What follows belongs to an exercise in optimizing a design on an open flow for small area and a short achievable clock period; a production flow would make more cautious choices. Only simulation tests tie the RTL to the original design; equivalence was not proved. Power and IR drop assume default switching activity.

### flow/config.mk
export PLATFORM = sky130hd
export DESIGN_NAME = mac_16bit
export DESIGN_NICKNAME = mac_16bit
export VERILOG_FILES = /design/flow/design.v
export SDC_FILE = /design/flow/constraint.sdc
export NUM_CORES = 4
export LEC_CHECK = 0
export CAP_MARGIN = 20
export CORE_MARGIN = 2
export CORE_UTILIZATION = 60
export SETUP_SLACK_MARGIN = 4.15
export SLEW_MARGIN = 20
### flow/run.sh
#!/bin/bash
# synth_recipe.tcl (not shown) runs the flow's synth.tcl, then flattens the netlist and writes it again
# the make line also repeats each setting of config.mk as NAME=value (left out here)
make -C /OpenROAD-flow-scripts/flow DESIGN_CONFIG=/design/flow/config.mk WORK_HOME=/design/flow/orfs CLKGATE_MAP_FILE= SYNTH_SCRIPT=/design/flow/synth_recipe.tcl finish
### flow/design.v
module mac_16bit(out_rounded,md,mr,clk,rst);
output reg [26:0] out_rounded;
input [15:0] md,mr;
input clk,rst;
reg [15:0] MD;
reg [7:0] ONE, TWO, NEG;         
reg [84:0] P;                  
reg [39:0] A;                    
reg [5:0] CB;                 
reg [8:0] k;       
reg clr;           
reg z1;            
reg r1, z2;        
wire zero = !rst | clr;
wire [16:0] mrx = {mr, 1'b0};
wire [7:0] one_n, two_n, neg_n;
genvar g;
generate for (g = 0; g < 8; g = g + 1) begin : enc
  assign one_n[g] = mrx[2*g+1] ^ mrx[2*g];
  assign two_n[g] = (mrx[2*g+2] & ~mrx[2*g+1] & ~mrx[2*g]) | (~mrx[2*g+2] & mrx[2*g+1] & mrx[2*g]);
  assign neg_n[g] = mrx[2*g+2] & ~(mrx[2*g+1] & mrx[2*g]);
end endgenerate
wire [16:0] pp0 = (({17{ONE[0]}} & {MD[15], MD}) | ({17{TWO[0]}} & {MD, 1'b0})) ^ {17{NEG[0]}};
wire ns0 = ~pp0[16];
wire [16:0] pp1 = (({17{ONE[1]}} & {MD[15], MD}) | ({17{TWO[1]}} & {MD, 1'b0})) ^ {17{NEG[1]}};
wire ns1 = ~pp1[16];
wire [16:0] pp2 = (({17{ONE[2]}} & {MD[15], MD}) | ({17{TWO[2]}} & {MD, 1'b0})) ^ {17{NEG[2]}};
wire ns2 = ~pp2[16];
wire [16:0] pp3 = (({17{ONE[3]}} & {MD[15], MD}) | ({17{TWO[3]}} & {MD, 1'b0})) ^ {17{NEG[3]}};
wire ns3 = ~pp3[16];
wire [16:0] pp4 = (({17{ONE[4]}} & {MD[15], MD}) | ({17{TWO[4]}} & {MD, 1'b0})) ^ {17{NEG[4]}};
wire ns4 = ~pp4[16];
wire [16:0] pp5 = (({17{ONE[5]}} & {MD[15], MD}) | ({17{TWO[5]}} & {MD, 1'b0})) ^ {17{NEG[5]}};
wire ns5 = ~pp5[16];
wire [16:0] pp6 = (({17{ONE[6]}} & {MD[15], MD}) | ({17{TWO[6]}} & {MD, 1'b0})) ^ {17{NEG[6]}};
wire ns6 = ~pp6[16];
wire [16:0] pp7 = (({17{ONE[7]}} & {MD[15], MD}) | ({17{TWO[7]}} & {MD, 1'b0})) ^ {17{NEG[7]}};
wire ns7 = ~pp7[16];
wire as1, ac2; assign {ac2, as1} = {1'b0, pp0[10]} + {1'b0, pp1[8]};
wire as3, ac4; assign {ac4, as3} = {1'b0, pp0[11]} + {1'b0, pp1[9]};
wire as5, ac6; assign {ac6, as5} = {1'b0, pp0[12]} + {1'b0, pp1[10]} + {1'b0, pp2[8]};
wire as7, ac8; assign {ac8, as7} = {1'b0, pp3[6]} + {1'b0, pp4[4]};
wire as9, ac10; assign {ac10, as9} = {1'b0, pp0[13]} + {1'b0, pp1[11]} + {1'b0, pp2[9]};
wire as11, ac12; assign {ac12, as11} = {1'b0, pp3[7]} + {1'b0, pp4[5]};
wire as13, ac14; assign {ac14, as13} = {1'b0, pp0[14]} + {1'b0, pp1[12]} + {1'b0, pp2[10]};
wire as15, ac16; assign {ac16, as15} = {1'b0, pp3[8]} + {1'b0, pp4[6]} + {1'b0, pp5[4]};
wire as17, ac18; assign {ac18, as17} = {1'b0, pp6[2]} + {1'b0, pp7[0]};
wire as19, ac20; assign {ac20, as19} = {1'b0, pp0[15]} + {1'b0, pp1[13]} + {1'b0, pp2[11]};
wire as21, ac22; assign {ac22, as21} = {1'b0, pp3[9]} + {1'b0, pp4[7]} + {1'b0, pp5[5]};
wire as23, ac24; assign {ac24, as23} = {1'b0, pp6[3]} + {1'b0, pp7[1]};
wire as25 = ~(ns0 ^ pp1[14]); wire ac26 = ns0 | pp1[14];
wire as27, ac28; assign {ac28, as27} = {1'b0, pp2[12]} + {1'b0, pp3[10]} + {1'b0, pp4[8]};
wire as29, ac30; assign {ac30, as29} = {1'b0, pp5[6]} + {1'b0, pp6[4]} + {1'b0, pp7[2]};
wire as31 = ~(pp1[15] ^ pp2[13]); wire ac32 = pp1[15] | pp2[13];
wire as33, ac34; assign {ac34, as33} = {1'b0, pp3[11]} + {1'b0, pp4[9]} + {1'b0, pp5[7]};
wire as35, ac36; assign {ac36, as35} = {1'b0, pp6[5]} + {1'b0, pp7[3]};
wire as37, ac38; assign {ac38, as37} = {1'b0, ns1} + {1'b0, pp2[14]} + {1'b0, pp3[12]};
wire as39, ac40; assign {ac40, as39} = {1'b0, pp4[10]} + {1'b0, pp5[8]} + {1'b0, pp6[6]};
wire as41 = ~(pp2[15] ^ pp3[13]); wire ac42 = pp2[15] | pp3[13];
wire as43, ac44; assign {ac44, as43} = {1'b0, pp4[11]} + {1'b0, pp5[9]};
wire as45, ac46; assign {ac46, as45} = {1'b0, ns2} + {1'b0, pp3[14]} + {1'b0, pp4[12]};
wire as47 = ~pp3[15];
wire as48, ac49; assign {ac49, as48} = {1'b0, pp0[6]} + {1'b0, pp1[4]};
wire as50, ac51; assign {ac51, as50} = {1'b0, pp0[7]} + {1'b0, pp1[5]};
wire as52, ac53; assign {ac53, as52} = {1'b0, pp0[8]} + {1'b0, pp1[6]} + {1'b0, pp2[4]};
wire as54, ac55; assign {ac55, as54} = {1'b0, pp3[2]} + {1'b0, pp4[0]};
wire as56, ac57; assign {ac57, as56} = {1'b0, pp0[9]} + {1'b0, pp1[7]} + {1'b0, pp2[5]};
wire as58, ac59; assign {ac59, as58} = {1'b0, pp3[3]} + {1'b0, pp4[1]};
wire as60, ac61; assign {ac61, as60} = {1'b0, as1} + {1'b0, pp2[6]} + {1'b0, pp3[4]};
wire as62, ac63; assign {ac63, as62} = {1'b0, pp4[2]} + {1'b0, pp5[0]} + {1'b0, NEG[5]};
wire as64, ac65; assign {ac65, as64} = {1'b0, as3} + {1'b0, pp2[7]} + {1'b0, pp3[5]};
wire as66, ac67; assign {ac67, as66} = {1'b0, pp4[3]} + {1'b0, pp5[1]} + {1'b0, ac2};
wire as68, ac69; assign {ac69, as68} = {1'b0, as5} + {1'b0, as7} + {1'b0, pp5[2]};
wire as70, ac71; assign {ac71, as70} = {1'b0, pp6[0]} + {1'b0, NEG[6]} + {1'b0, ac4};
wire as72, ac73; assign {ac73, as72} = {1'b0, as9} + {1'b0, as11} + {1'b0, pp5[3]};
wire as74, ac75; assign {ac75, as74} = {1'b0, pp6[1]} + {1'b0, ac6} + {1'b0, ac8};
wire as76, ac77; assign {ac77, as76} = {1'b0, as13} + {1'b0, as15} + {1'b0, as17};
wire as78, ac79; assign {ac79, as78} = {1'b0, NEG[7]} + {1'b0, ac10} + {1'b0, ac12};
wire as80, ac81; assign {ac81, as80} = {1'b0, as19} + {1'b0, as21} + {1'b0, as23};
wire as82, ac83; assign {ac83, as82} = {1'b0, ac14} + {1'b0, ac16} + {1'b0, ac18};
wire as84, ac85; assign {ac85, as84} = {1'b0, as25} + {1'b0, as27} + {1'b0, as29};
wire as86, ac87; assign {ac87, as86} = {1'b0, ac20} + {1'b0, ac22} + {1'b0, ac24};
wire as88, ac89; assign {ac89, as88} = {1'b0, as31} + {1'b0, as33} + {1'b0, as35};
wire as90, ac91; assign {ac91, as90} = {1'b0, ac26} + {1'b0, ac28} + {1'b0, ac30};
wire as92, ac93; assign {ac93, as92} = {1'b0, as37} + {1'b0, as39} + {1'b0, pp7[4]};
wire as94, ac95; assign {ac95, as94} = {1'b0, ac32} + {1'b0, ac34} + {1'b0, ac36};
wire as96, ac97; assign {ac97, as96} = {1'b0, as41} + {1'b0, as43} + {1'b0, pp6[7]};
wire as98, ac99; assign {ac99, as98} = {1'b0, pp7[5]} + {1'b0, ac38} + {1'b0, ac40};
wire as100, ac101; assign {ac101, as100} = {1'b0, as45} + {1'b0, pp5[10]} + {1'b0, pp6[8]};
wire as102, ac103; assign {ac103, as102} = {1'b0, pp7[6]} + {1'b0, ac42} + {1'b0, ac44};
wire as104, ac105; assign {ac105, as104} = {1'b0, as47} + {1'b0, pp4[13]} + {1'b0, pp5[11]};
wire as106, ac107; assign {ac107, as106} = {1'b0, pp6[9]} + {1'b0, pp7[7]} + {1'b0, ac46};
wire as108, ac109; assign {ac109, as108} = {1'b0, ns3} + {1'b0, pp4[14]} + {1'b0, pp5[12]};
wire as110, ac111; assign {ac111, as110} = {1'b0, pp6[10]} + {1'b0, pp7[8]} + {1'b0, pp3[15]};
wire as112 = ~(pp4[15] ^ pp5[13]); wire ac113 = pp4[15] | pp5[13];
wire as114, ac115; assign {ac115, as114} = {1'b0, pp6[11]} + {1'b0, pp7[9]};
wire as116, ac117; assign {ac117, as116} = {1'b0, ns4} + {1'b0, pp5[14]} + {1'b0, pp6[12]};
wire as118 = ~pp5[15];
wire as119, ac120; assign {ac120, as119} = {1'b0, pp0[4]} + {1'b0, pp1[2]};
wire as121, ac122; assign {ac122, as121} = {1'b0, pp0[5]} + {1'b0, pp1[3]};
wire as123, ac124; assign {ac124, as123} = {1'b0, as48} + {1'b0, pp2[2]} + {1'b0, pp3[0]};
wire as125, ac126; assign {ac126, as125} = {1'b0, as50} + {1'b0, pp2[3]} + {1'b0, pp3[1]};
wire as127, ac128; assign {ac128, as127} = {1'b0, as52} + {1'b0, as54} + {1'b0, NEG[4]};
wire as129, ac130; assign {ac130, as129} = {1'b0, as56} + {1'b0, as58} + {1'b0, ac53};
wire as131, ac132; assign {ac132, as131} = {1'b0, as60} + {1'b0, as62} + {1'b0, ac57};
wire as133, ac134; assign {ac134, as133} = {1'b0, as64} + {1'b0, as66} + {1'b0, ac61};
wire as135, ac136; assign {ac136, as135} = {1'b0, as68} + {1'b0, as70} + {1'b0, ac65};
wire as137, ac138; assign {ac138, as137} = {1'b0, as72} + {1'b0, as74} + {1'b0, ac69};
wire as139, ac140; assign {ac140, as139} = {1'b0, as76} + {1'b0, as78} + {1'b0, ac73};
wire as141, ac142; assign {ac142, as141} = {1'b0, as80} + {1'b0, as82} + {1'b0, ac77};
wire as143, ac144; assign {ac144, as143} = {1'b0, as84} + {1'b0, as86} + {1'b0, ac81};
wire as145, ac146; assign {ac146, as145} = {1'b0, as88} + {1'b0, as90} + {1'b0, ac85};
wire as147, ac148; assign {ac148, as147} = {1'b0, as92} + {1'b0, as94} + {1'b0, ac89};
wire as149, ac150; assign {ac150, as149} = {1'b0, as96} + {1'b0, as98} + {1'b0, ac93};
wire as151, ac152; assign {ac152, as151} = {1'b0, as100} + {1'b0, as102} + {1'b0, ac97};
wire as153, ac154; assign {ac154, as153} = {1'b0, as104} + {1'b0, as106} + {1'b0, ac101};
wire as155, ac156; assign {ac156, as155} = {1'b0, as108} + {1'b0, as110} + {1'b0, ac105};
wire as157, ac158; assign {ac158, as157} = {1'b0, as112} + {1'b0, as114} + {1'b0, ac109};
wire as159, ac160; assign {ac160, as159} = {1'b0, as116} + {1'b0, pp7[10]} + {1'b0, ac113};
wire as161, ac162; assign {ac162, as161} = {1'b0, as118} + {1'b0, pp6[13]} + {1'b0, pp7[11]};
wire as163, ac164; assign {ac164, as163} = {1'b0, ns5} + {1'b0, pp6[14]} + {1'b0, pp7[12]};
wire as165 = ~pp6[15];
wire [84:0] pnext;
assign pnext[0] = pp0[0];
assign pnext[1] = NEG[0];
assign pnext[2] = pp0[1];
assign pnext[3] = pp0[2];
assign pnext[4] = pp1[0];
assign pnext[5] = NEG[1];
assign pnext[6] = pp0[3];
assign pnext[7] = pp1[1];
assign pnext[8] = as119;
assign pnext[9] = pp2[0];
assign pnext[10] = NEG[2];
assign pnext[11] = as121;
assign pnext[12] = pp2[1];
assign pnext[13] = ac120;
assign pnext[14] = as123;
assign pnext[15] = NEG[3];
assign pnext[16] = ac122;
assign pnext[17] = as125;
assign pnext[18] = ac49;
assign pnext[19] = ac124;
assign pnext[20] = as127;
assign pnext[21] = ac51;
assign pnext[22] = ac126;
assign pnext[23] = as129;
assign pnext[24] = ac55;
assign pnext[25] = ac128;
assign pnext[26] = as131;
assign pnext[27] = ac59;
assign pnext[28] = ac130;
assign pnext[29] = as133;
assign pnext[30] = ac63;
assign pnext[31] = ac132;
assign pnext[32] = as135;
assign pnext[33] = ac67;
assign pnext[34] = ac134;
assign pnext[35] = as137;
assign pnext[36] = ac71;
assign pnext[37] = ac136;
assign pnext[38] = as139;
assign pnext[39] = ac75;
assign pnext[40] = ac138;
assign pnext[41] = as141;
assign pnext[42] = ac79;
assign pnext[43] = ac140;
assign pnext[44] = as143;
assign pnext[45] = ac83;
assign pnext[46] = ac142;
assign pnext[47] = as145;
assign pnext[48] = ac87;
assign pnext[49] = ac144;
assign pnext[50] = as147;
assign pnext[51] = ac91;
assign pnext[52] = ac146;
assign pnext[53] = as149;
assign pnext[54] = ac95;
assign pnext[55] = ac148;
assign pnext[56] = as151;
assign pnext[57] = ac99;
assign pnext[58] = ac150;
assign pnext[59] = as153;
assign pnext[60] = ac103;
assign pnext[61] = ac152;
assign pnext[62] = as155;
assign pnext[63] = ac107;
assign pnext[64] = ac154;
assign pnext[65] = as157;
assign pnext[66] = ac111;
assign pnext[67] = ac156;
assign pnext[68] = as159;
assign pnext[69] = ac115;
assign pnext[70] = ac158;
assign pnext[71] = as161;
assign pnext[72] = ac117;
assign pnext[73] = ac160;
assign pnext[74] = as163;
assign pnext[75] = pp5[15];
assign pnext[76] = ac162;
assign pnext[77] = as165;
assign pnext[78] = pp7[13];
assign pnext[79] = ac164;
assign pnext[80] = ns6;
assign pnext[81] = pp7[14];
assign pnext[82] = pp6[15];
assign pnext[83] = pp7[15];
assign pnext[84] = ns7;
wire bs166, bc167; assign {bc167, bs166} = {1'b0, P[3]} + {1'b0, P[4]};
wire bs168, bc169; assign {bc169, bs168} = {1'b0, P[6]} + {1'b0, P[7]};
wire [1:0] bt172 = {1'b0, ~P[8]} + {1'b0, ~P[9]} + {1'b0, ~P[10]}; wire bs170 = ~bt172[0]; wire bc171 = ~bt172[1];
wire [1:0] bt175 = {1'b0, ~P[11]} + {1'b0, ~P[12]} + {1'b0, ~P[13]}; wire bs173 = ~bt175[0]; wire bc174 = ~bt175[1];
wire [1:0] bt178 = {1'b0, ~P[14]} + {1'b0, ~P[15]} + {1'b0, ~P[16]}; wire bs176 = ~bt178[0]; wire bc177 = ~bt178[1];
wire [1:0] bt181 = {1'b0, ~P[17]} + {1'b0, ~P[18]} + {1'b0, ~P[19]}; wire bs179 = ~bt181[0]; wire bc180 = ~bt181[1];
wire [1:0] bt184 = {1'b0, ~P[20]} + {1'b0, ~P[21]} + {1'b0, ~P[22]}; wire bs182 = ~bt184[0]; wire bc183 = ~bt184[1];
wire [1:0] bt187 = {1'b0, ~P[23]} + {1'b0, ~P[24]} + {1'b0, ~P[25]}; wire bs185 = ~bt187[0]; wire bc186 = ~bt187[1];
wire [1:0] bt190 = {1'b0, ~P[26]} + {1'b0, ~P[27]} + {1'b0, ~P[28]}; wire bs188 = ~bt190[0]; wire bc189 = ~bt190[1];
wire [1:0] bt193 = {1'b0, ~P[29]} + {1'b0, ~P[30]} + {1'b0, ~P[31]}; wire bs191 = ~bt193[0]; wire bc192 = ~bt193[1];
wire [1:0] bt196 = {1'b0, ~P[32]} + {1'b0, ~P[33]} + {1'b0, ~P[34]}; wire bs194 = ~bt196[0]; wire bc195 = ~bt196[1];
wire [1:0] bt199 = {1'b0, ~P[35]} + {1'b0, ~P[36]} + {1'b0, ~P[37]}; wire bs197 = ~bt199[0]; wire bc198 = ~bt199[1];
wire [1:0] bt202 = {1'b0, ~P[38]} + {1'b0, ~P[39]} + {1'b0, ~P[40]}; wire bs200 = ~bt202[0]; wire bc201 = ~bt202[1];
wire [1:0] bt205 = {1'b0, ~P[41]} + {1'b0, ~P[42]} + {1'b0, ~P[43]}; wire bs203 = ~bt205[0]; wire bc204 = ~bt205[1];
wire [1:0] bt208 = {1'b0, ~P[44]} + {1'b0, ~P[45]} + {1'b0, ~P[46]}; wire bs206 = ~bt208[0]; wire bc207 = ~bt208[1];
wire [1:0] bt211 = {1'b0, ~P[47]} + {1'b0, ~P[48]} + {1'b0, ~P[49]}; wire bs209 = ~bt211[0]; wire bc210 = ~bt211[1];
wire [1:0] bt214 = {1'b0, ~P[50]} + {1'b0, ~P[51]} + {1'b0, ~P[52]}; wire bs212 = ~bt214[0]; wire bc213 = ~bt214[1];
wire [1:0] bt217 = {1'b0, ~P[53]} + {1'b0, ~P[54]} + {1'b0, ~P[55]}; wire bs215 = ~bt217[0]; wire bc216 = ~bt217[1];
wire [1:0] bt220 = {1'b0, ~P[56]} + {1'b0, ~P[57]} + {1'b0, ~P[58]}; wire bs218 = ~bt220[0]; wire bc219 = ~bt220[1];
wire [1:0] bt223 = {1'b0, ~P[59]} + {1'b0, ~P[60]} + {1'b0, ~P[61]}; wire bs221 = ~bt223[0]; wire bc222 = ~bt223[1];
wire [1:0] bt226 = {1'b0, ~P[62]} + {1'b0, ~P[63]} + {1'b0, ~P[64]}; wire bs224 = ~bt226[0]; wire bc225 = ~bt226[1];
wire [1:0] bt229 = {1'b0, ~P[65]} + {1'b0, ~P[66]} + {1'b0, ~P[67]}; wire bs227 = ~bt229[0]; wire bc228 = ~bt229[1];
wire [1:0] bt232 = {1'b0, ~P[68]} + {1'b0, ~P[69]} + {1'b0, ~P[70]}; wire bs230 = ~bt232[0]; wire bc231 = ~bt232[1];
wire [1:0] bt235 = {1'b0, ~P[71]} + {1'b0, ~P[72]} + {1'b0, ~P[73]}; wire bs233 = ~bt235[0]; wire bc234 = ~bt235[1];
wire [1:0] bt238 = {1'b0, ~P[74]} + {1'b0, ~P[75]} + {1'b0, ~P[76]}; wire bs236 = ~bt238[0]; wire bc237 = ~bt238[1];
wire [1:0] bt241 = {1'b0, ~P[77]} + {1'b0, ~P[78]} + {1'b0, ~P[79]}; wire bs239 = ~bt241[0]; wire bc240 = ~bt241[1];
wire [1:0] bt244 = {1'b0, ~P[80]} + {1'b0, ~P[81]} + {1'b0, ~P[82]}; wire bs242 = ~bt244[0]; wire bc243 = ~bt244[1];
wire bs245 = ~P[83];
wire bs246, bc247; assign {bc247, bs246} = {1'b0, P[0]} + {1'b0, P[1]};
wire bs248, bc249; assign {bc249, bs248} = {1'b0, P[2]} + {1'b0, A[1]};
wire [1:0] bt252 = {1'b0, ~bs166} + {1'b0, ~P[5]} + {1'b0, ~A[2]}; wire bs250 = ~bt252[0]; wire bc251 = ~bt252[1];
wire [1:0] bt255 = {1'b0, ~bs168} + {1'b0, ~A[3]} + {1'b0, ~bc167}; wire bs253 = ~bt255[0]; wire bc254 = ~bt255[1];
wire [1:0] bt258 = {1'b0, ~bs170} + {1'b0, ~A[4]} + {1'b0, ~bc169}; wire bs256 = ~bt258[0]; wire bc257 = ~bt258[1];
wire [1:0] bt261 = {1'b0, ~bs173} + {1'b0, ~A[5]} + {1'b0, ~bc171}; wire bs259 = ~bt261[0]; wire bc260 = ~bt261[1];
wire [1:0] bt264 = {1'b0, ~bs176} + {1'b0, ~A[6]} + {1'b0, ~bc174}; wire bs262 = ~bt264[0]; wire bc263 = ~bt264[1];
wire [1:0] bt267 = {1'b0, ~bs179} + {1'b0, ~A[7]} + {1'b0, ~bc177}; wire bs265 = ~bt267[0]; wire bc266 = ~bt267[1];
wire [1:0] bt270 = {1'b0, ~bs182} + {1'b0, ~A[8]} + {1'b0, ~bc180}; wire bs268 = ~bt270[0]; wire bc269 = ~bt270[1];
wire [1:0] bt273 = {1'b0, ~bs185} + {1'b0, ~A[9]} + {1'b0, ~bc183}; wire bs271 = ~bt273[0]; wire bc272 = ~bt273[1];
wire [1:0] bt276 = {1'b0, ~bs188} + {1'b0, ~A[10]} + {1'b0, ~bc186}; wire bs274 = ~bt276[0]; wire bc275 = ~bt276[1];
wire [1:0] bt279 = {1'b0, ~bs191} + {1'b0, ~A[11]} + {1'b0, ~bc189}; wire bs277 = ~bt279[0]; wire bc278 = ~bt279[1];
wire [1:0] bt282 = {1'b0, ~bs194} + {1'b0, ~A[12]} + {1'b0, ~bc192}; wire bs280 = ~bt282[0]; wire bc281 = ~bt282[1];
wire [1:0] bt285 = {1'b0, ~bs197} + {1'b0, ~A[13]} + {1'b0, ~bc195}; wire bs283 = ~bt285[0]; wire bc284 = ~bt285[1];
wire [1:0] bt288 = {1'b0, ~bs200} + {1'b0, ~A[14]} + {1'b0, ~bc198}; wire bs286 = ~bt288[0]; wire bc287 = ~bt288[1];
wire [1:0] bt291 = {1'b0, ~bs203} + {1'b0, ~A[15]} + {1'b0, ~bc201}; wire bs289 = ~bt291[0]; wire bc290 = ~bt291[1];
wire [1:0] bt294 = {1'b0, ~bs206} + {1'b0, ~A[16]} + {1'b0, ~bc204}; wire bs292 = ~bt294[0]; wire bc293 = ~bt294[1];
wire [1:0] bt297 = {1'b0, ~bs209} + {1'b0, ~A[17]} + {1'b0, ~bc207}; wire bs295 = ~bt297[0]; wire bc296 = ~bt297[1];
wire [1:0] bt300 = {1'b0, ~bs212} + {1'b0, ~A[18]} + {1'b0, ~bc210}; wire bs298 = ~bt300[0]; wire bc299 = ~bt300[1];
wire [1:0] bt303 = {1'b0, ~bs215} + {1'b0, ~A[19]} + {1'b0, ~bc213}; wire bs301 = ~bt303[0]; wire bc302 = ~bt303[1];
wire [1:0] bt306 = {1'b0, ~bs218} + {1'b0, ~A[20]} + {1'b0, ~bc216}; wire bs304 = ~bt306[0]; wire bc305 = ~bt306[1];
wire [1:0] bt309 = {1'b0, ~bs221} + {1'b0, ~A[21]} + {1'b0, ~bc219}; wire bs307 = ~bt309[0]; wire bc308 = ~bt309[1];
wire [1:0] bt312 = {1'b0, ~bs224} + {1'b0, ~A[22]} + {1'b0, ~bc222}; wire bs310 = ~bt312[0]; wire bc311 = ~bt312[1];
wire [1:0] bt315 = {1'b0, ~bs227} + {1'b0, ~A[23]} + {1'b0, ~bc225}; wire bs313 = ~bt315[0]; wire bc314 = ~bt315[1];
wire [1:0] bt318 = {1'b0, ~bs230} + {1'b0, ~A[24]} + {1'b0, ~bc228}; wire bs316 = ~bt318[0]; wire bc317 = ~bt318[1];
wire [1:0] bt321 = {1'b0, ~bs233} + {1'b0, ~A[25]} + {1'b0, ~bc231}; wire bs319 = ~bt321[0]; wire bc320 = ~bt321[1];
wire [1:0] bt324 = {1'b0, ~bs236} + {1'b0, ~A[26]} + {1'b0, ~bc234}; wire bs322 = ~bt324[0]; wire bc323 = ~bt324[1];
wire [1:0] bt327 = {1'b0, ~bs239} + {1'b0, ~A[27]} + {1'b0, ~bc237}; wire bs325 = ~bt327[0]; wire bc326 = ~bt327[1];
wire [1:0] bt330 = {1'b0, ~bs242} + {1'b0, ~A[28]} + {1'b0, ~bc240}; wire bs328 = ~bt330[0]; wire bc329 = ~bt330[1];
wire [1:0] bt333 = {1'b0, ~bs245} + {1'b0, ~A[29]} + {1'b0, ~bc243}; wire bs331 = ~bt333[0]; wire bc332 = ~bt333[1];
wire [1:0] bt336 = {1'b0, ~P[84]} + {1'b0, ~A[30]} + {1'b0, ~P[83]}; wire bs334 = ~bt336[0]; wire bc335 = ~bt336[1];
wire bs337 = ~A[31];
wire [7:0] yhi = 8'd0 + {7'd0, A[31]} - 8'd1;
wire k0_g338, k0_p344; assign {k0_g338, k0_p344} = {1'b0, bs246} + {1'b0, A[0]};
wire k0_g339, k0_p345; assign {k0_g339, k0_p345} = {1'b0, bs248} + {1'b0, bc247};
wire k0_g340, k0_p346; assign {k0_g340, k0_p346} = {1'b0, bs250} + {1'b0, bc249};
wire k0_g341, k0_p347; assign {k0_g341, k0_p347} = {1'b0, bs253} + {1'b0, bc251};
wire k0_g342, k0_p348; assign {k0_g342, k0_p348} = {1'b0, bs256} + {1'b0, bc254};
wire k0_g343, k0_p349; assign {k0_g343, k0_p349} = {1'b0, bs259} + {1'b0, bc257};
wire k0_G350 = k0_g339 | (k0_p345 & k0_g338);
wire k0_P351 = k0_p345 & k0_p344;
wire k0_G352 = k0_g340 | (k0_p346 & k0_g339);
wire k0_P353 = k0_p346 & k0_p345;
wire k0_G354 = k0_g341 | (k0_p347 & k0_g340);
wire k0_P355 = k0_p347 & k0_p346;
wire k0_G356 = k0_g342 | (k0_p348 & k0_g341);
wire k0_P357 = k0_p348 & k0_p347;
wire k0_G358 = k0_g343 | (k0_p349 & k0_g342);
wire k0_P359 = k0_p349 & k0_p348;
wire k0_G360 = k0_G352 | (k0_P353 & k0_g338);
wire k0_P361 = k0_P353 & k0_p344;
wire k0_G362 = k0_G354 | (k0_P355 & k0_G350);
wire k0_P363 = k0_P355 & k0_P351;
wire k0_G364 = k0_G356 | (k0_P357 & k0_G352);
wire k0_P365 = k0_P357 & k0_P353;
wire k0_G366 = k0_G358 | (k0_P359 & k0_G354);
wire k0_P367 = k0_P359 & k0_P355;
wire k0_G368 = k0_G364 | (k0_P365 & k0_g338);
wire k0_P369 = k0_P365 & k0_p344;
wire k0_G370 = k0_G366 | (k0_P367 & k0_G350);
wire k0_P371 = k0_P367 & k0_P351;
wire k0_s372 = k0_p344;
wire k0_s373 = k0_p345 ^ k0_g338;
wire k0_s374 = k0_p346 ^ k0_G350;
wire k0_s375 = k0_p347 ^ k0_G360;
wire k0_s376 = k0_p348 ^ k0_G362;
wire k0_s377 = k0_p349 ^ k0_G368;
wire k1_g378, k1_p384; assign {k1_g378, k1_p384} = {1'b0, bs262} + {1'b0, bc260};
wire k1_g379, k1_p385; assign {k1_g379, k1_p385} = {1'b0, bs265} + {1'b0, bc263};
wire k1_g380, k1_p386; assign {k1_g380, k1_p386} = {1'b0, bs268} + {1'b0, bc266};
wire k1_g381, k1_p387; assign {k1_g381, k1_p387} = {1'b0, bs271} + {1'b0, bc269};
wire k1_g382, k1_p388; assign {k1_g382, k1_p388} = {1'b0, bs274} + {1'b0, bc272};
wire k1_g383, k1_p389; assign {k1_g383, k1_p389} = {1'b0, bs277} + {1'b0, bc275};
wire k1_G390 = k1_g379 | (k1_p385 & k1_g378);
wire k1_P391 = k1_p385 & k1_p384;
wire k1_G392 = k1_g380 | (k1_p386 & k1_g379);
wire k1_P393 = k1_p386 & k1_p385;
wire k1_G394 = k1_g381 | (k1_p387 & k1_g380);
wire k1_P395 = k1_p387 & k1_p386;
wire k1_G396 = k1_g382 | (k1_p388 & k1_g381);
wire k1_P397 = k1_p388 & k1_p387;
wire k1_G398 = k1_g383 | (k1_p389 & k1_g382);
wire k1_P399 = k1_p389 & k1_p388;
wire k1_G400 = k1_G392 | (k1_P393 & k1_g378);
wire k1_P401 = k1_P393 & k1_p384;
wire k1_G402 = k1_G394 | (k1_P395 & k1_G390);
wire k1_P403 = k1_P395 & k1_P391;
wire k1_G404 = k1_G396 | (k1_P397 & k1_G392);
wire k1_P405 = k1_P397 & k1_P393;
wire k1_G406 = k1_G398 | (k1_P399 & k1_G394);
wire k1_P407 = k1_P399 & k1_P395;
wire k1_G408 = k1_G404 | (k1_P405 & k1_g378);
wire k1_P409 = k1_P405 & k1_p384;
wire k1_G410 = k1_G406 | (k1_P407 & k1_G390);
wire k1_P411 = k1_P407 & k1_P391;
wire k1_s412 = k1_p384 ^ CB[0];
wire k1_c413 = k1_g378 | (k1_p384 & CB[0]);
wire k1_s414 = k1_p385 ^ k1_c413;
wire k1_c415 = k1_G390 | (k1_P391 & CB[0]);
wire k1_s416 = k1_p386 ^ k1_c415;
wire k1_c417 = k1_G400 | (k1_P401 & CB[0]);
wire k1_s418 = k1_p387 ^ k1_c417;
wire k1_c419 = k1_G402 | (k1_P403 & CB[0]);
wire k1_s420 = k1_p388 ^ k1_c419;
wire k1_c421 = k1_G408 | (k1_P409 & CB[0]);
wire k1_s422 = k1_p389 ^ k1_c421;
wire k1_co423 = k1_G410 | (k1_P411 & CB[0]);
wire k2_g424, k2_p430; assign {k2_g424, k2_p430} = {1'b0, bs280} + {1'b0, bc278};
wire k2_g425, k2_p431; assign {k2_g425, k2_p431} = {1'b0, bs283} + {1'b0, bc281};
wire k2_g426, k2_p432; assign {k2_g426, k2_p432} = {1'b0, bs286} + {1'b0, bc284};
wire k2_g427, k2_p433; assign {k2_g427, k2_p433} = {1'b0, bs289} + {1'b0, bc287};
wire k2_g428, k2_p434; assign {k2_g428, k2_p434} = {1'b0, bs292} + {1'b0, bc290};
wire k2_g429, k2_p435; assign {k2_g429, k2_p435} = {1'b0, bs295} + {1'b0, bc293};
wire k2_G436 = k2_g425 | (k2_p431 & k2_g424);
wire k2_P437 = k2_p431 & k2_p430;
wire k2_G438 = k2_g426 | (k2_p432 & k2_g425);
wire k2_P439 = k2_p432 & k2_p431;
wire k2_G440 = k2_g427 | (k2_p433 & k2_g426);
wire k2_P441 = k2_p433 & k2_p432;
wire k2_G442 = k2_g428 | (k2_p434 & k2_g427);
wire k2_P443 = k2_p434 & k2_p433;
wire k2_G444 = k2_g429 | (k2_p435 & k2_g428);
wire k2_P445 = k2_p435 & k2_p434;
wire k2_G446 = k2_G438 | (k2_P439 & k2_g424);
wire k2_P447 = k2_P439 & k2_p430;
wire k2_G448 = k2_G440 | (k2_P441 & k2_G436);
wire k2_P449 = k2_P441 & k2_P437;
wire k2_G450 = k2_G442 | (k2_P443 & k2_G438);
wire k2_P451 = k2_P443 & k2_P439;
wire k2_G452 = k2_G444 | (k2_P445 & k2_G440);
wire k2_P453 = k2_P445 & k2_P441;
wire k2_G454 = k2_G450 | (k2_P451 & k2_g424);
wire k2_P455 = k2_P451 & k2_p430;
wire k2_G456 = k2_G452 | (k2_P453 & k2_G436);
wire k2_P457 = k2_P453 & k2_P437;
wire k2_s458 = k2_p430 ^ CB[1];
wire k2_c459 = k2_g424 | (k2_p430 & CB[1]);
wire k2_s460 = k2_p431 ^ k2_c459;
wire k2_c461 = k2_G436 | (k2_P437 & CB[1]);
wire k2_s462 = k2_p432 ^ k2_c461;
wire k2_c463 = k2_G446 | (k2_P447 & CB[1]);
wire k2_s464 = k2_p433 ^ k2_c463;
wire k2_c465 = k2_G448 | (k2_P449 & CB[1]);
wire k2_s466 = k2_p434 ^ k2_c465;
wire k2_c467 = k2_G454 | (k2_P455 & CB[1]);
wire k2_s468 = k2_p435 ^ k2_c467;
wire k2_co469 = k2_G456 | (k2_P457 & CB[1]);
wire k3_g470, k3_p476; assign {k3_g470, k3_p476} = {1'b0, bs298} + {1'b0, bc296};
wire k3_g471, k3_p477; assign {k3_g471, k3_p477} = {1'b0, bs301} + {1'b0, bc299};
wire k3_g472, k3_p478; assign {k3_g472, k3_p478} = {1'b0, bs304} + {1'b0, bc302};
wire k3_g473, k3_p479; assign {k3_g473, k3_p479} = {1'b0, bs307} + {1'b0, bc305};
wire k3_g474, k3_p480; assign {k3_g474, k3_p480} = {1'b0, bs310} + {1'b0, bc308};
wire k3_g475, k3_p481; assign {k3_g475, k3_p481} = {1'b0, bs313} + {1'b0, bc311};
wire k3_G482 = k3_g471 | (k3_p477 & k3_g470);
wire k3_P483 = k3_p477 & k3_p476;
wire k3_G484 = k3_g472 | (k3_p478 & k3_g471);
wire k3_P485 = k3_p478 & k3_p477;
wire k3_G486 = k3_g473 | (k3_p479 & k3_g472);
wire k3_P487 = k3_p479 & k3_p478;
wire k3_G488 = k3_g474 | (k3_p480 & k3_g473);
wire k3_P489 = k3_p480 & k3_p479;
wire k3_G490 = k3_g475 | (k3_p481 & k3_g474);
wire k3_P491 = k3_p481 & k3_p480;
wire k3_G492 = k3_G484 | (k3_P485 & k3_g470);
wire k3_P493 = k3_P485 & k3_p476;
wire k3_G494 = k3_G486 | (k3_P487 & k3_G482);
wire k3_P495 = k3_P487 & k3_P483;
wire k3_G496 = k3_G488 | (k3_P489 & k3_G484);
wire k3_P497 = k3_P489 & k3_P485;
wire k3_G498 = k3_G490 | (k3_P491 & k3_G486);
wire k3_P499 = k3_P491 & k3_P487;
wire k3_G500 = k3_G496 | (k3_P497 & k3_g470);
wire k3_P501 = k3_P497 & k3_p476;
wire k3_G502 = k3_G498 | (k3_P499 & k3_G482);
wire k3_P503 = k3_P499 & k3_P483;
wire k3_s504 = k3_p476 ^ CB[2];
wire k3_c505 = k3_g470 | (k3_p476 & CB[2]);
wire k3_s506 = k3_p477 ^ k3_c505;
wire k3_c507 = k3_G482 | (k3_P483 & CB[2]);
wire k3_s508 = k3_p478 ^ k3_c507;
wire k3_c509 = k3_G492 | (k3_P493 & CB[2]);
wire k3_s510 = k3_p479 ^ k3_c509;
wire k3_c511 = k3_G494 | (k3_P495 & CB[2]);
wire k3_s512 = k3_p480 ^ k3_c511;
wire k3_c513 = k3_G500 | (k3_P501 & CB[2]);
wire k3_s514 = k3_p481 ^ k3_c513;
wire k3_co515 = k3_G502 | (k3_P503 & CB[2]);
wire k4_g516, k4_p522; assign {k4_g516, k4_p522} = {1'b0, bs316} + {1'b0, bc314};
wire k4_g517, k4_p523; assign {k4_g517, k4_p523} = {1'b0, bs319} + {1'b0, bc317};
wire k4_g518, k4_p524; assign {k4_g518, k4_p524} = {1'b0, bs322} + {1'b0, bc320};
wire k4_g519, k4_p525; assign {k4_g519, k4_p525} = {1'b0, bs325} + {1'b0, bc323};
wire k4_g520, k4_p526; assign {k4_g520, k4_p526} = {1'b0, bs328} + {1'b0, bc326};
wire k4_g521, k4_p527; assign {k4_g521, k4_p527} = {1'b0, bs331} + {1'b0, bc329};
wire k4_G528 = k4_g517 | (k4_p523 & k4_g516);
wire k4_P529 = k4_p523 & k4_p522;
wire k4_G530 = k4_g518 | (k4_p524 & k4_g517);
wire k4_P531 = k4_p524 & k4_p523;
wire k4_G532 = k4_g519 | (k4_p525 & k4_g518);
wire k4_P533 = k4_p525 & k4_p524;
wire k4_G534 = k4_g520 | (k4_p526 & k4_g519);
wire k4_P535 = k4_p526 & k4_p525;
wire k4_G536 = k4_g521 | (k4_p527 & k4_g520);
wire k4_P537 = k4_p527 & k4_p526;
wire k4_G538 = k4_G530 | (k4_P531 & k4_g516);
wire k4_P539 = k4_P531 & k4_p522;
wire k4_G540 = k4_G532 | (k4_P533 & k4_G528);
wire k4_P541 = k4_P533 & k4_P529;
wire k4_G542 = k4_G534 | (k4_P535 & k4_G530);
wire k4_P543 = k4_P535 & k4_P531;
wire k4_G544 = k4_G536 | (k4_P537 & k4_G532);
wire k4_P545 = k4_P537 & k4_P533;
wire k4_G546 = k4_G542 | (k4_P543 & k4_g516);
wire k4_P547 = k4_P543 & k4_p522;
wire k4_G548 = k4_G544 | (k4_P545 & k4_G528);
wire k4_P549 = k4_P545 & k4_P529;
wire k4_s550 = k4_p522 ^ CB[3];
wire k4_c551 = k4_g516 | (k4_p522 & CB[3]);
wire k4_s552 = k4_p523 ^ k4_c551;
wire k4_c553 = k4_G528 | (k4_P529 & CB[3]);
wire k4_s554 = k4_p524 ^ k4_c553;
wire k4_c555 = k4_G538 | (k4_P539 & CB[3]);
wire k4_s556 = k4_p525 ^ k4_c555;
wire k4_c557 = k4_G540 | (k4_P541 & CB[3]);
wire k4_s558 = k4_p526 ^ k4_c557;
wire k4_c559 = k4_G546 | (k4_P547 & CB[3]);
wire k4_s560 = k4_p527 ^ k4_c559;
wire k4_co561 = k4_G548 | (k4_P549 & CB[3]);
wire k5_g562, k5_p568; assign {k5_g562, k5_p568} = {1'b0, bs334} + {1'b0, bc332};
wire k5_g563, k5_p569; assign {k5_g563, k5_p569} = {1'b0, bs337} + {1'b0, bc335};
wire k5_g564, k5_p570; assign {k5_g564, k5_p570} = {1'b0, A[32]} + {1'b0, yhi[0]};
wire k5_g565, k5_p571; assign {k5_g565, k5_p571} = {1'b0, A[33]} + {1'b0, yhi[1]};
wire k5_g566, k5_p572; assign {k5_g566, k5_p572} = {1'b0, A[34]} + {1'b0, yhi[2]};
wire k5_g567, k5_p573; assign {k5_g567, k5_p573} = {1'b0, A[35]} + {1'b0, yhi[3]};
wire k5_G574 = k5_g563 | (k5_p569 & k5_g562);
wire k5_P575 = k5_p569 & k5_p568;
wire k5_G576 = k5_g564 | (k5_p570 & k5_g563);
wire k5_P577 = k5_p570 & k5_p569;
wire k5_G578 = k5_g565 | (k5_p571 & k5_g564);
wire k5_P579 = k5_p571 & k5_p570;
wire k5_G580 = k5_g566 | (k5_p572 & k5_g565);
wire k5_P581 = k5_p572 & k5_p571;
wire k5_G582 = k5_g567 | (k5_p573 & k5_g566);
wire k5_P583 = k5_p573 & k5_p572;
wire k5_G584 = k5_G576 | (k5_P577 & k5_g562);
wire k5_P585 = k5_P577 & k5_p568;
wire k5_G586 = k5_G578 | (k5_P579 & k5_G574);
wire k5_P587 = k5_P579 & k5_P575;
wire k5_G588 = k5_G580 | (k5_P581 & k5_G576);
wire k5_P589 = k5_P581 & k5_P577;
wire k5_G590 = k5_G582 | (k5_P583 & k5_G578);
wire k5_P591 = k5_P583 & k5_P579;
wire k5_G592 = k5_G588 | (k5_P589 & k5_g562);
wire k5_P593 = k5_P589 & k5_p568;
wire k5_G594 = k5_G590 | (k5_P591 & k5_G574);
wire k5_P595 = k5_P591 & k5_P575;
wire k5_s596 = k5_p568 ^ CB[4];
wire k5_c597 = k5_g562 | (k5_p568 & CB[4]);
wire k5_s598 = k5_p569 ^ k5_c597;
wire k5_c599 = k5_G574 | (k5_P575 & CB[4]);
wire k5_s600 = k5_p570 ^ k5_c599;
wire k5_c601 = k5_G584 | (k5_P585 & CB[4]);
wire k5_s602 = k5_p571 ^ k5_c601;
wire k5_c603 = k5_G586 | (k5_P587 & CB[4]);
wire k5_s604 = k5_p572 ^ k5_c603;
wire k5_c605 = k5_G592 | (k5_P593 & CB[4]);
wire k5_s606 = k5_p573 ^ k5_c605;
wire k5_co607 = k5_G594 | (k5_P595 & CB[4]);
wire k6_g608, k6_p612; assign {k6_g608, k6_p612} = {1'b0, A[36]} + {1'b0, yhi[4]};
wire k6_g609, k6_p613; assign {k6_g609, k6_p613} = {1'b0, A[37]} + {1'b0, yhi[5]};
wire k6_g610, k6_p614; assign {k6_g610, k6_p614} = {1'b0, A[38]} + {1'b0, yhi[6]};
wire k6_g611, k6_p615; assign {k6_g611, k6_p615} = {1'b0, A[39]} + {1'b0, yhi[7]};
wire k6_G616 = k6_g609 | (k6_p613 & k6_g608);
wire k6_P617 = k6_p613 & k6_p612;
wire k6_G618 = k6_g610 | (k6_p614 & k6_g609);
wire k6_P619 = k6_p614 & k6_p613;
wire k6_G620 = k6_g611 | (k6_p615 & k6_g610);
wire k6_P621 = k6_p615 & k6_p614;
wire k6_G622 = k6_G618 | (k6_P619 & k6_g608);
wire k6_P623 = k6_P619 & k6_p612;
wire k6_G624 = k6_G620 | (k6_P621 & k6_G616);
wire k6_P625 = k6_P621 & k6_P617;
wire k6_s626 = k6_p612 ^ CB[5];
wire k6_c627 = k6_g608 | (k6_p612 & CB[5]);
wire k6_s628 = k6_p613 ^ k6_c627;
wire k6_c629 = k6_G616 | (k6_P617 & CB[5]);
wire k6_s630 = k6_p614 ^ k6_c629;
wire k6_c631 = k6_G622 | (k6_P623 & CB[5]);
wire k6_s632 = k6_p615 ^ k6_c631;
wire k6_co633 = k6_G624 | (k6_P625 & CB[5]);
wire [39:0] sum = {k6_s632, k6_s630, k6_s628, k6_s626, k5_s606, k5_s604, k5_s602, k5_s600, k5_s598, k5_s596, k4_s560, k4_s558, k4_s556, k4_s554, k4_s552, k4_s550, k3_s514, k3_s512, k3_s510, k3_s508, k3_s506, k3_s504, k2_s468, k2_s466, k2_s464, k2_s462, k2_s460, k2_s458, k1_s422, k1_s420, k1_s418, k1_s416, k1_s414, k1_s412, k0_s377, k0_s376, k0_s375, k0_s374, k0_s373, k0_s372};
wire [5:0] cbnext = {k5_co607, k4_co561, k3_co515, k2_co469, k1_co423, k0_G370};
wire [13:0] L = {1'b0, A[12:0]} + {7'd0, CB[0], 6'd0} + {1'd0, CB[1], 12'd0};
wire c13 = L[13];
wire up = L[12] & ((A[13] ^ c13) | (|L[11:0]));
wire rg634, rp661; assign {rg634, rp661} = {1'b0, A[13]} + {1'b0, c13};
wire rg635 = 1'b0; wire rp662 = A[14];
wire rg636 = 1'b0; wire rp663 = A[15];
wire rg637 = 1'b0; wire rp664 = A[16];
wire rg638 = 1'b0; wire rp665 = A[17];
wire rg639, rp666; assign {rg639, rp666} = {1'b0, A[18]} + {1'b0, CB[2]};
wire rg640 = 1'b0; wire rp667 = A[19];
wire rg641 = 1'b0; wire rp668 = A[20];
wire rg642 = 1'b0; wire rp669 = A[21];
wire rg643 = 1'b0; wire rp670 = A[22];
wire rg644 = 1'b0; wire rp671 = A[23];
wire rg645, rp672; assign {rg645, rp672} = {1'b0, A[24]} + {1'b0, CB[3]};
wire rg646 = 1'b0; wire rp673 = A[25];
wire rg647 = 1'b0; wire rp674 = A[26];
wire rg648 = 1'b0; wire rp675 = A[27];
wire rg649 = 1'b0; wire rp676 = A[28];
wire rg650 = 1'b0; wire rp677 = A[29];
wire rg651, rp678; assign {rg651, rp678} = {1'b0, A[30]} + {1'b0, CB[4]};
wire rg652 = 1'b0; wire rp679 = A[31];
wire rg653 = 1'b0; wire rp680 = A[32];
wire rg654 = 1'b0; wire rp681 = A[33];
wire rg655 = 1'b0; wire rp682 = A[34];
wire rg656 = 1'b0; wire rp683 = A[35];
wire rg657, rp684; assign {rg657, rp684} = {1'b0, A[36]} + {1'b0, CB[5]};
wire rg658 = 1'b0; wire rp685 = A[37];
wire rg659 = 1'b0; wire rp686 = A[38];
wire rg660 = 1'b0; wire rp687 = A[39];
wire rG688 = rg635 | (rp662 & rg634);
wire rP689 = rp662 & rp661;
wire rG690 = rg637 | (rp664 & rg636);
wire rP691 = rp664 & rp663;
wire rG692 = rg639 | (rp666 & rg638);
wire rP693 = rp666 & rp665;
wire rG694 = rg641 | (rp668 & rg640);
wire rP695 = rp668 & rp667;
wire rG696 = rg643 | (rp670 & rg642);
wire rP697 = rp670 & rp669;
wire rG698 = rg645 | (rp672 & rg644);
wire rP699 = rp672 & rp671;
wire rG700 = rg647 | (rp674 & rg646);
wire rP701 = rp674 & rp673;
wire rG702 = rg649 | (rp676 & rg648);
wire rP703 = rp676 & rp675;
wire rG704 = rg651 | (rp678 & rg650);
wire rP705 = rp678 & rp677;
wire rG706 = rg653 | (rp680 & rg652);
wire rP707 = rp680 & rp679;
wire rG708 = rg655 | (rp682 & rg654);
wire rP709 = rp682 & rp681;
wire rG710 = rg657 | (rp684 & rg656);
wire rP711 = rp684 & rp683;
wire rG712 = rg659 | (rp686 & rg658);
wire rP713 = rp686 & rp685;
wire rG714 = rg636 | (rp663 & rG688);
wire rP715 = rp663 & rP689;
wire rG716 = rG690 | (rP691 & rG688);
wire rP717 = rP691 & rP689;
wire rG718 = rg640 | (rp667 & rG692);
wire rP719 = rp667 & rP693;
wire rG720 = rG694 | (rP695 & rG692);
wire rP721 = rP695 & rP693;
wire rG722 = rg644 | (rp671 & rG696);
wire rP723 = rp671 & rP697;
wire rG724 = rG698 | (rP699 & rG696);
wire rP725 = rP699 & rP697;
wire rG726 = rg648 | (rp675 & rG700);
wire rP727 = rp675 & rP701;
wire rG728 = rG702 | (rP703 & rG700);
wire rP729 = rP703 & rP701;
wire rG730 = rg652 | (rp679 & rG704);
wire rP731 = rp679 & rP705;
wire rG732 = rG706 | (rP707 & rG704);
wire rP733 = rP707 & rP705;
wire rG734 = rg656 | (rp683 & rG708);
wire rP735 = rp683 & rP709;
wire rG736 = rG710 | (rP711 & rG708);
wire rP737 = rP711 & rP709;
wire rG738 = rg660 | (rp687 & rG712);
wire rP739 = rp687 & rP713;
wire rG740 = rg638 | (rp665 & rG716);
wire rP741 = rp665 & rP717;
wire rG742 = rG692 | (rP693 & rG716);
wire rP743 = rP693 & rP717;
wire rG744 = rG718 | (rP719 & rG716);
wire rP745 = rP719 & rP717;
wire rG746 = rG720 | (rP721 & rG716);
wire rP747 = rP721 & rP717;
wire rG748 = rg646 | (rp673 & rG724);
wire rP749 = rp673 & rP725;
wire rG750 = rG700 | (rP701 & rG724);
wire rP751 = rP701 & rP725;
wire rG752 = rG726 | (rP727 & rG724);
wire rP753 = rP727 & rP725;
wire rG754 = rG728 | (rP729 & rG724);
wire rP755 = rP729 & rP725;
wire rG756 = rg654 | (rp681 & rG732);
wire rP757 = rp681 & rP733;
wire rG758 = rG708 | (rP709 & rG732);
wire rP759 = rP709 & rP733;
wire rG760 = rG734 | (rP735 & rG732);
wire rP761 = rP735 & rP733;
wire rG762 = rG736 | (rP737 & rG732);
wire rP763 = rP737 & rP733;
wire rG764 = rg642 | (rp669 & rG746);
wire rP765 = rp669 & rP747;
wire rG766 = rG696 | (rP697 & rG746);
wire rP767 = rP697 & rP747;
wire rG768 = rG722 | (rP723 & rG746);
wire rP769 = rP723 & rP747;
wire rG770 = rG724 | (rP725 & rG746);
wire rP771 = rP725 & rP747;
wire rG772 = rG748 | (rP749 & rG746);
wire rP773 = rP749 & rP747;
wire rG774 = rG750 | (rP751 & rG746);
wire rP775 = rP751 & rP747;
wire rG776 = rG752 | (rP753 & rG746);
wire rP777 = rP753 & rP747;
wire rG778 = rG754 | (rP755 & rG746);
wire rP779 = rP755 & rP747;
wire rG780 = rg658 | (rp685 & rG762);
wire rP781 = rp685 & rP763;
wire rG782 = rG712 | (rP713 & rG762);
wire rP783 = rP713 & rP763;
wire rG784 = rG738 | (rP739 & rG762);
wire rP785 = rP739 & rP763;
wire rG786 = rg650 | (rp677 & rG778);
wire rP787 = rp677 & rP779;
wire rG788 = rG704 | (rP705 & rG778);
wire rP789 = rP705 & rP779;
wire rG790 = rG730 | (rP731 & rG778);
wire rP791 = rP731 & rP779;
wire rG792 = rG732 | (rP733 & rG778);
wire rP793 = rP733 & rP779;
wire rG794 = rG756 | (rP757 & rG778);
wire rP795 = rP757 & rP779;
wire rG796 = rG758 | (rP759 & rG778);
wire rP797 = rP759 & rP779;
wire rG798 = rG760 | (rP761 & rG778);
wire rP799 = rP761 & rP779;
wire rG800 = rG762 | (rP763 & rG778);
wire rP801 = rP763 & rP779;
wire rG802 = rG780 | (rP781 & rG778);
wire rP803 = rP781 & rP779;
wire rG804 = rG782 | (rP783 & rG778);
wire rP805 = rP783 & rP779;
wire rG806 = rG784 | (rP785 & rG778);
wire rP807 = rP785 & rP779;
wire rs808 = rp661 ^ up;
wire rc809 = rg634 | (rp661 & up);
wire rs810 = rp662 ^ rc809;
wire rc811 = rG688 | (rP689 & up);
wire rs812 = rp663 ^ rc811;
wire rc813 = rG714 | (rP715 & up);
wire rs814 = rp664 ^ rc813;
wire rc815 = rG716 | (rP717 & up);
wire rs816 = rp665 ^ rc815;
wire rc817 = rG740 | (rP741 & up);
wire rs818 = rp666 ^ rc817;
wire rc819 = rG742 | (rP743 & up);
wire rs820 = rp667 ^ rc819;
wire rc821 = rG744 | (rP745 & up);
wire rs822 = rp668 ^ rc821;
wire rc823 = rG746 | (rP747 & up);
wire rs824 = rp669 ^ rc823;
wire rc825 = rG764 | (rP765 & up);
wire rs826 = rp670 ^ rc825;
wire rc827 = rG766 | (rP767 & up);
wire rs828 = rp671 ^ rc827;
wire rc829 = rG768 | (rP769 & up);
wire rs830 = rp672 ^ rc829;
wire rc831 = rG770 | (rP771 & up);
wire rs832 = rp673 ^ rc831;
wire rc833 = rG772 | (rP773 & up);
wire rs834 = rp674 ^ rc833;
wire rc835 = rG774 | (rP775 & up);
wire rs836 = rp675 ^ rc835;
wire rc837 = rG776 | (rP777 & up);
wire rs838 = rp676 ^ rc837;
wire rc839 = rG778 | (rP779 & up);
wire rs840 = rp677 ^ rc839;
wire rc841 = rG786 | (rP787 & up);
wire rs842 = rp678 ^ rc841;
wire rc843 = rG788 | (rP789 & up);
wire rs844 = rp679 ^ rc843;
wire rc845 = rG790 | (rP791 & up);
wire rs846 = rp680 ^ rc845;
wire rc847 = rG792 | (rP793 & up);
wire rs848 = rp681 ^ rc847;
wire rc849 = rG794 | (rP795 & up);
wire rs850 = rp682 ^ rc849;
wire rc851 = rG796 | (rP797 & up);
wire rs852 = rp683 ^ rc851;
wire rc853 = rG798 | (rP799 & up);
wire rs854 = rp684 ^ rc853;
wire rc855 = rG800 | (rP801 & up);
wire rs856 = rp685 ^ rc855;
wire rc857 = rG802 | (rP803 & up);
wire rs858 = rp686 ^ rc857;
wire rc859 = rG804 | (rP805 & up);
wire rs860 = rp687 ^ rc859;
wire rco861 = rG806 | (rP807 & up);
wire [26:0] rnd = {rs860, rs858, rs856, rs854, rs852, rs850, rs848, rs846, rs844, rs842, rs840, rs838, rs836, rs834, rs832, rs830, rs828, rs826, rs824, rs822, rs820, rs818, rs816, rs814, rs812, rs810, rs808};
always @(posedge clk) begin
  MD <= md;
  ONE <= one_n;
  TWO <= two_n;
  NEG <= neg_n;
  P <= pnext;
  z1 <= zero;
  r1 <= !rst;
  z2 <= r1;
  if (z1 | z2) A <= 40'd0;
  else A <= sum;
  if (z1 | z2) CB <= 6'd0;
  else CB <= cbnext;
  out_rounded <= (zero | z1) ? 27'd0 : rnd;
  if (zero) k <= {8'd0, clr};
  else k <= k + 9'd1;
  clr <= rst & !clr & (k == 9'd258);
end
endmodule
### flow/constraint.sdc
create_clock -name core_clock -period 6.9 [get_ports {clk}]
set_input_delay 1.3800 -clock core_clock [delete_from_list [all_inputs] [get_ports {clk}]]
set_output_delay 1.3800 -clock core_clock [all_outputs]
set_load 0.01 [all_outputs]
==> results_dict.tcl, run 1 <==
set metrics [dict create \
    status "complete, no violations" \
    rows 53 \
    critPathLaunchType "register" \
    setup_viol_count_final 0 \
    hold_buffers 0 \
    drt_wl_total_mm 25.79 \
    yosysSeqAreaShare 0.3342 \
    place_area_um2 13310 \
    die_x_um 149.1 \
    drtPass1Iterations 6 \
    crit_slowest_cell "clkdlybuf4s50_1" \
    power.total_mw 6.595 \
    power_frac_clock 0.186 \
    synth_edf_count 0 \
    min_period_ps 2708 \
    rsz0062_at_grt "yes" \
    wl_per_cell_um 16.95 \
    via_count 8365 \
    vias_per_cell 5.500 \
    drt-initial-drc-count 507 \
    p_sw_mw 2.581 \
    clock_latency_ps 520 \
    numCtsBuffers 24 \
    numPortBuffers 60 \
    finalClockSkew_ps 18.30 \
    core-area_um2 20820 \
    ios 61 \
    antenna_found_initial 0 \
    nets 1465 \
    drc_errors 0 \
    grt_pass1_wl_mm 42.61 \
    max_cap_viol_count 0 \
    worst_pin_slew_ps 788.2 \
    cts-root-buf "clkbuf_16" \
    synth-warning-count 1 \
    final_antenna_net_count 0 \
    slew_viol_final 0 \
    dp_hpwl_mm 17.87 \
    place.gp.congestion 0.8409 \
    syn_nets 1446 \
    netlist-cell-type-count 58 \
    grt_max_degree 43 \
    p_int_mw 4.014 \
    synth_flop_cell "dfxtp_1" \
    power_density_nw_per_um2 458.2 \
    hp-class "reg -> reg" \
    critPathMaxFanout 1 \
    grtUsageTotal 0.2403 \
    final_area_um2 14400 \
    finalHoldViolations 0 \
    grt_overflow 0 \
    avgSynthCellArea_um2 10.44 \
    p_comb_frac 0.540 \
    crit_type "reg -> out" \
    tns_ps 0 \
    clock-sinks 211 \
    cts_tree "built" \
    fin_crit_sh 0.3925 \
    fin_cells 1521 \
    ys_seq_elements 211 \
    sw_frac_of_total 0.3914 \
    pwr-share-seq 0.274 \
    end_kind "primary output" \
    post-place-cells 1469 \
    worstPathRequired_ps 5520 \
    area_growth_pct 13.90 \
    fmax_ghz 0.3693 \
    crit_family "buffers and inverters" \
    n_antenna_cell 0 \
    path_clk_slew_ps 60 \
    worstPathCellList "clkdlybuf4s50_1" \
    relSlewSlack 0.4745 \
    layout-drive-gt1-share 0.1059 \
    synth_area_um2 12640 \
    arrival_ps 1330 \
    grt_pass1_vias 8452 \
    p_leak_nw 6.287 \
    async_flop_share 0 \
    die_h_um 149.1 \
    max_stage_delay_ps 520 \
    ir_drop_uv 243.3 \
    syn_inst 1210 \
    worst-path-buf-inv 1 \
    initial_core_util 0.6070 \
    die_area_um2 22240 \
    max-clock-path-buffers 3 \
    cts_max_level 1 \
    reg2reg_slack_ps 4250 \
]
[cell usage after synthesis (3+ instances only)]
master    count  area share
a21o_1       13      0.0077
a21oi_1      29       0.011
a22oi_1     120       0.071
a31o_2        3      0.0021
and2_1        6      0.0030
buf_1         4      0.0012
buf_2         5      0.0020
clkbuf_1     73       0.022
dfxtp_1     211        0.33
fa_1        122        0.19
ha_1         80       0.079
inv_1       114       0.034
mux2_2        3      0.0027
nand2_1      28      0.0083
nand2b_1      8      0.0040
nand3_1       8      0.0032
nand3b_1      7      0.0042
nor2_1       69       0.020
nor2b_1      11      0.0054
nor3_1       17      0.0067
o211ai_1      4      0.0024
o21a_1        3      0.0018
o21ai_0      32       0.013
o21bai_1      6      0.0036
or3_1         7      0.0035
xnor2_1     126       0.087
xor2_1       60       0.042
[state kept, by name (all words and copies together), names as in the netlist]
signal,flops
P,85
TWO,8
clr,1
NEG,8
ONE,8
z1,1
z2,1
r1,1
MD,16
out_rounded,27
A,40
k,9
CB,6
[logic make-up (layout without fill, tap and decap cells)]
family	Yosys count	in the layout	share of synthesized area
muxes	5	5	0.004554
DFF	211	211	0.3342
buffers and inverters	196	232	0.05871
adders and majority gates	202	202	0.2724
and+or+nand+nor	184	184	0.07534
AOI/OAI and AO/OA	226	226	0.1258
xor gates and xnor gates	186	186	0.1289
[stage by stage]
step / utilization / hold slack (ps) / worst slack (ps)
final: 0.6913 / 365.5 / 4192
after global placement: 0.6394 / 353.8 / 3497
after global routing: 0.6913 / 374.6 / 4126
after detailed placement: 0.6394 / 342.4 / 3471
after CTS: 0.6825 / 362.4 / 4153
after floorplan: - / 309.6 / 4173
[power by group through the flow]
stage                     sequential (mW)  clock (mW)  combinational (mW)
after floorplan                      1.72           0                2.71
after detailed placement             1.83           0                3.30
final                                1.80        1.23                3.56
after global placement               1.82           0                3.19
after CTS                            1.81        1.26                3.38
after global routing                 1.85        1.31                4.10
[layer usage]
| layer | vias to the layer above | track usage | part of all wire | wire length, µm |
|---|---|---|---|---|
| li1 | 4041 | - | - | - |
| met1 | 3991 | 0.3445 | 0.47 | 12160 |
| met2 | 284 | 0.3673 | 0.44 | 11260 |
| met3 | 49 | 0.04343 | 0.069 | 1787 |
| met4 | 0 | 0.08667 | 0.022 | 577 |
| met5 | - | 0 | 0 | 0 |
[path summary, 6_finish.rpt]
kind / to / startpoint / cells past startpoint
setup / recovery: out_rounded[14] / out_rounded[14] / 1
setup reg to reg: out_rounded[10] / CB[1] / 9
hold reg to reg: z2 / r1 / 0
hold / removal: z2 / r1 / 0
[area by class of cell]
type	count	area, µm²
fill	1623	6427
clock inverter	11	100.1
clock buffer	32	680.7
timing repair buffer	75	755.7
sequential	211	4277
tap	275	344.1
inverter	114	427.9
multi-input combinational	803	7810
[layout by cell type (no fill, tap or decap), drive strengths merged, types with 7 or more instances in the layout]
master	count
xnor2	126
a21o	13
a22oi	120
inv	115
nor2b	11
xor2	60
nor3	17
nor2	69
or3	7
nand3	10
clkbuf	32
nand2	29
clkdlybuf4s50	39
dfxtp	211
nand3b	7
o21ai	34
clkinv	7
nand2b	8
dlymetal6s2s	15
fa	122
ha	80
a21oi	31
buf	15
[repair_timing]
| item | 4_1_cts | 5_1_grt |
|---|---|---|
| endpoints found under the hold margin | 0 | 0 |
| setup buffers | 3 | 6 |
| resized for setup | 48 | 44 |
| pin swaps | 2 | 15 |
| endpoints found under the setup margin | 42 | 43 |
==> inputs of run 2 (changes only) <==
--- a/flow/config.mk
+++ b/flow/config.mk
@@ -8,5 +8,6 @@
 export CAP_MARGIN = 20
 export CORE_MARGIN = 2
 export CORE_UTILIZATION = 60
+export PLACE_DENSITY = 0.8
 export SETUP_SLACK_MARGIN = 4.15
 export SLEW_MARGIN = 20
==> results_dict.tcl, run 2 <==
set metrics [dict create \
    clock-sinks 211 \
    grt_pass1_vias 8778 \
    grt_overflow 0 \
    dp_slack_ps 3476 \
    synth_top_family_by_area "adder cells" \
    synth_largest_area_cell "dfxtp_1" \
    initial_core_util 0.6070 \
    clock_latency_ps 520 \
    synth_fa_ha_area_frac 0.2724 \
    synth-warning-count 1 \
    ios 61 \
    synth_flop_cell "dfxtp_1" \
    cp-endpoint "out_rounded[18]" \
    synth_top_area_share 0.3342 \
    synth-xor-area-share 0.1289 \
    synth.most_common_cell "dfxtp_1" \
    avgSynthCellArea_um2 10.44 \
    synthMuxAreaShare 0.004554 \
    fmax_ghz 0.3672 \
    fin_crit_sh 0.3947 \
    drtPass1Iterations 5 \
    r2r-end "A[11]" \
    crit_start "out_rounded[18]" \
    whs_ps 330.5 \
    nets 1463 \
    synth_compound_area_frac 0.1258 \
    reg2reg_slack_ps 4180 \
    numPortBuffers 60 \
    tns_ps 0 \
    hold_buffers 0 \
    end_kind "primary output" \
    yosysSeqAreaShare 0.3342 \
    critPathMaxFanout 1 \
    die_h_um 149.1 \
    numCtsBuffers 23 \
    worstReg2RegStart "P[14]" \
    critPathLaunchType "register" \
    vias_per_cell 5.709 \
    relSlewSlack 0.4501 \
    syn_inst 1210 \
    status "complete, no violations" \
    place.gp.congestion 0.8919 \
    final_cell_mix "dfxtp_1, xnor2_1, a22oi_1, fa_1, inv_1" \
    final_common_cell "dfxtp_1" \
    async_flop_share 0 \
    ir_drop_uv 265.9 \
    crit_type "reg -> out" \
    yosys.area_share.simple 0.07534 \
    crit_slowest_cell "clkdlybuf4s50_1" \
    arrival_ps 1340 \
    max_stage_delay_ps 520 \
    min_period_ps 2724 \
    layout-drive-gt1-share 0.1014 \
    largest_register_ffs 85 \
    crit_family "buffers and inverters" \
    cts_max_level 1 \
    rows 53 \
    drc_errors 0 \
    drt-initial-drc-count 625 \
    grtUsageTotal 0.2449 \
    grt_pass1_wl_mm 43.45 \
    ys_seq_elements 211 \
    post-place-cells 1467 \
    top_register "P" \
    critical_path_depth 1 \
    synth_area_leaders "dfxtp_1, fa_1, xnor2_1" \
    final_area_um2 14320 \
    worst_pin_slew_ps 824.9 \
    max_cap_viol_count 0 \
    synth_top_cells_by_count "dfxtp_1, xnor2_1, fa_1, a22oi_1, inv_1" \
    final_core_util 0.6878 \
    cts_tree "built" \
    n_antenna_cell 0 \
    slew_viol_final 0 \
    p_leak_nw 6.189 \
    netlist-cell-type-count 58 \
    die_x_um 149.1 \
    top_regs "P: 85 flops, A: 40 flops, out_rounded: 27 flops" \
    finalClockSkew_ps 18.55 \
    fin_cells 1517 \
    place_area_um2 13300 \
    hp-class "reg -> reg" \
    synth_area_um2 12640 \
    syn_nets 1446 \
    via_count 8661 \
    die_area_um2 22240 \
    setup_viol_count_final 0 \
    drt_wl_total_mm 26.87 \
    synth_edf_count 0 \
    max-clock-path-buffers 3 \
    final_antenna_net_count 0 \
    worst-path-buf-inv 1 \
    dp_hpwl_mm 18.45 \
    worstPathCellList "clkdlybuf4s50_1" \
    rsz0062_at_grt "yes" \
    power_density_nw_per_um2 469.9 \
    area_growth_pct 13.33 \
    antenna_found_initial 0 \
    worstRegToRegCells 9 \
    worst_slack_ps 4176 \
    grt_max_degree 43 \
    cts-root-buf "clkbuf_16" \
    worstPathRequired_ps 5520 \
    wl_per_cell_um 17.71 \
    core-area_um2 20820 \
    power.total_mw 6.730 \
    finalHoldViolations 0 \
    path_clk_slew_ps 60 \
]
==> run 2: area by class of cell <==
class / count / area [µm²]
sequential: 211 / 4272
fill: 1544 / 6500
clock buffer: 33 / 663.1
multi-input combinational: 804 / 7789
clock inverter: 7 / 116.4
timing repair buffer: 73 / 710.7
inverter: 114 / 427.9
tap: 275 / 344.1
==> run 2: worst min-delay path by stage <==
stage | startpoint | end | slack, ps | depth (start not counted)
2_1_floorplan | r1 | z2 | 310 | 0
3_3_place_gp | r1 | z2 | 320 | 0
3_5_place_dp | r1 | z2 | 320 | 0
4_1_cts | r1 | z2 | 330 | 0
5_1_grt | r1 | z2 | 340 | 0
6_report | r1 | z2 | 330 | 0
==> run 2: kinds of logic (layout without fill, tap and decap cells) <==
group | count (synthesis) | count (layout)
adder cells (fa/ha/maj) | 202 | 202
XOR/XNOR | 186 | 186
buffers and inverters | 196 | 227
multiplexers | 5 | 5
AND/OR/NAND/NOR | 184 | 185
AO/OA/AOI/OAI | 226 | 226
flip-flops | 211 | 211
==> run 2: metal layers <==
layer  global-route usage  share of wire  up-vias
li1                     -              -     4028
met1               0.3266           0.42     4204
met4              0.07524          0.020        0
met5                    0              0        -
met2               0.4131           0.48      377
met3              0.03945          0.076       52
==> run 2: repair_timing <==
item | CTS | global route
pin swaps | 3 | 13
setup endpoints to repair | 52 | 35
cloned | 1 | 0
gates resized for setup | 62 | 28
setup buffers | 2 | 7
==> run 2: power by group <==
group | total [mW] | switching, mW | internal [mW]
combinational | 3.65 | 1.89 | 1.76
clock | 1.27 | 0.488 | 0.777
sequential | 1.82 | 0.280 | 1.54
total | 6.73 | 2.66 | 4.07

-- afterwards: timing with drivers on the ports --
How much do the figures lean on ideal ports? The routed layouts below were timed once more, with nothing changed but the port constraints.
Step 1 (the two cells are an assumption about what drives the block):
set clk [get_ports {clk}]
set_driving_cell -lib_cell sky130_fd_sc_hd__clkbuf_16 $clk
set_driving_cell -lib_cell sky130_fd_sc_hd__buf_2 [delete_from_list [all_inputs] $clk]
Step 2 times the ports against the registers' clock, not the clock port: input delays grow and output delays shrink by t, the midpoint of the rising clock arrivals with the driver on.
a / b / c = no drivers / after step 1 / after step 2; a / b = the first two.
run | t, ns | setup WS [ns] | slew at the worst register clock pin (ns) | pins driven straight from the clock port
run 1 | 0.559 | 4.192 / 4.145 / 3.751 | 0.06 / 0.06 | 1
run 2 | 0.559 | 4.176 / 4.132 / 3.740 | 0.07 / 0.07 | 1
After both steps setup and hold are still met in every run listed. The setup slack of run 1, which loses most, moves by -0.047 ns with the drivers and by -0.441 ns with both steps.
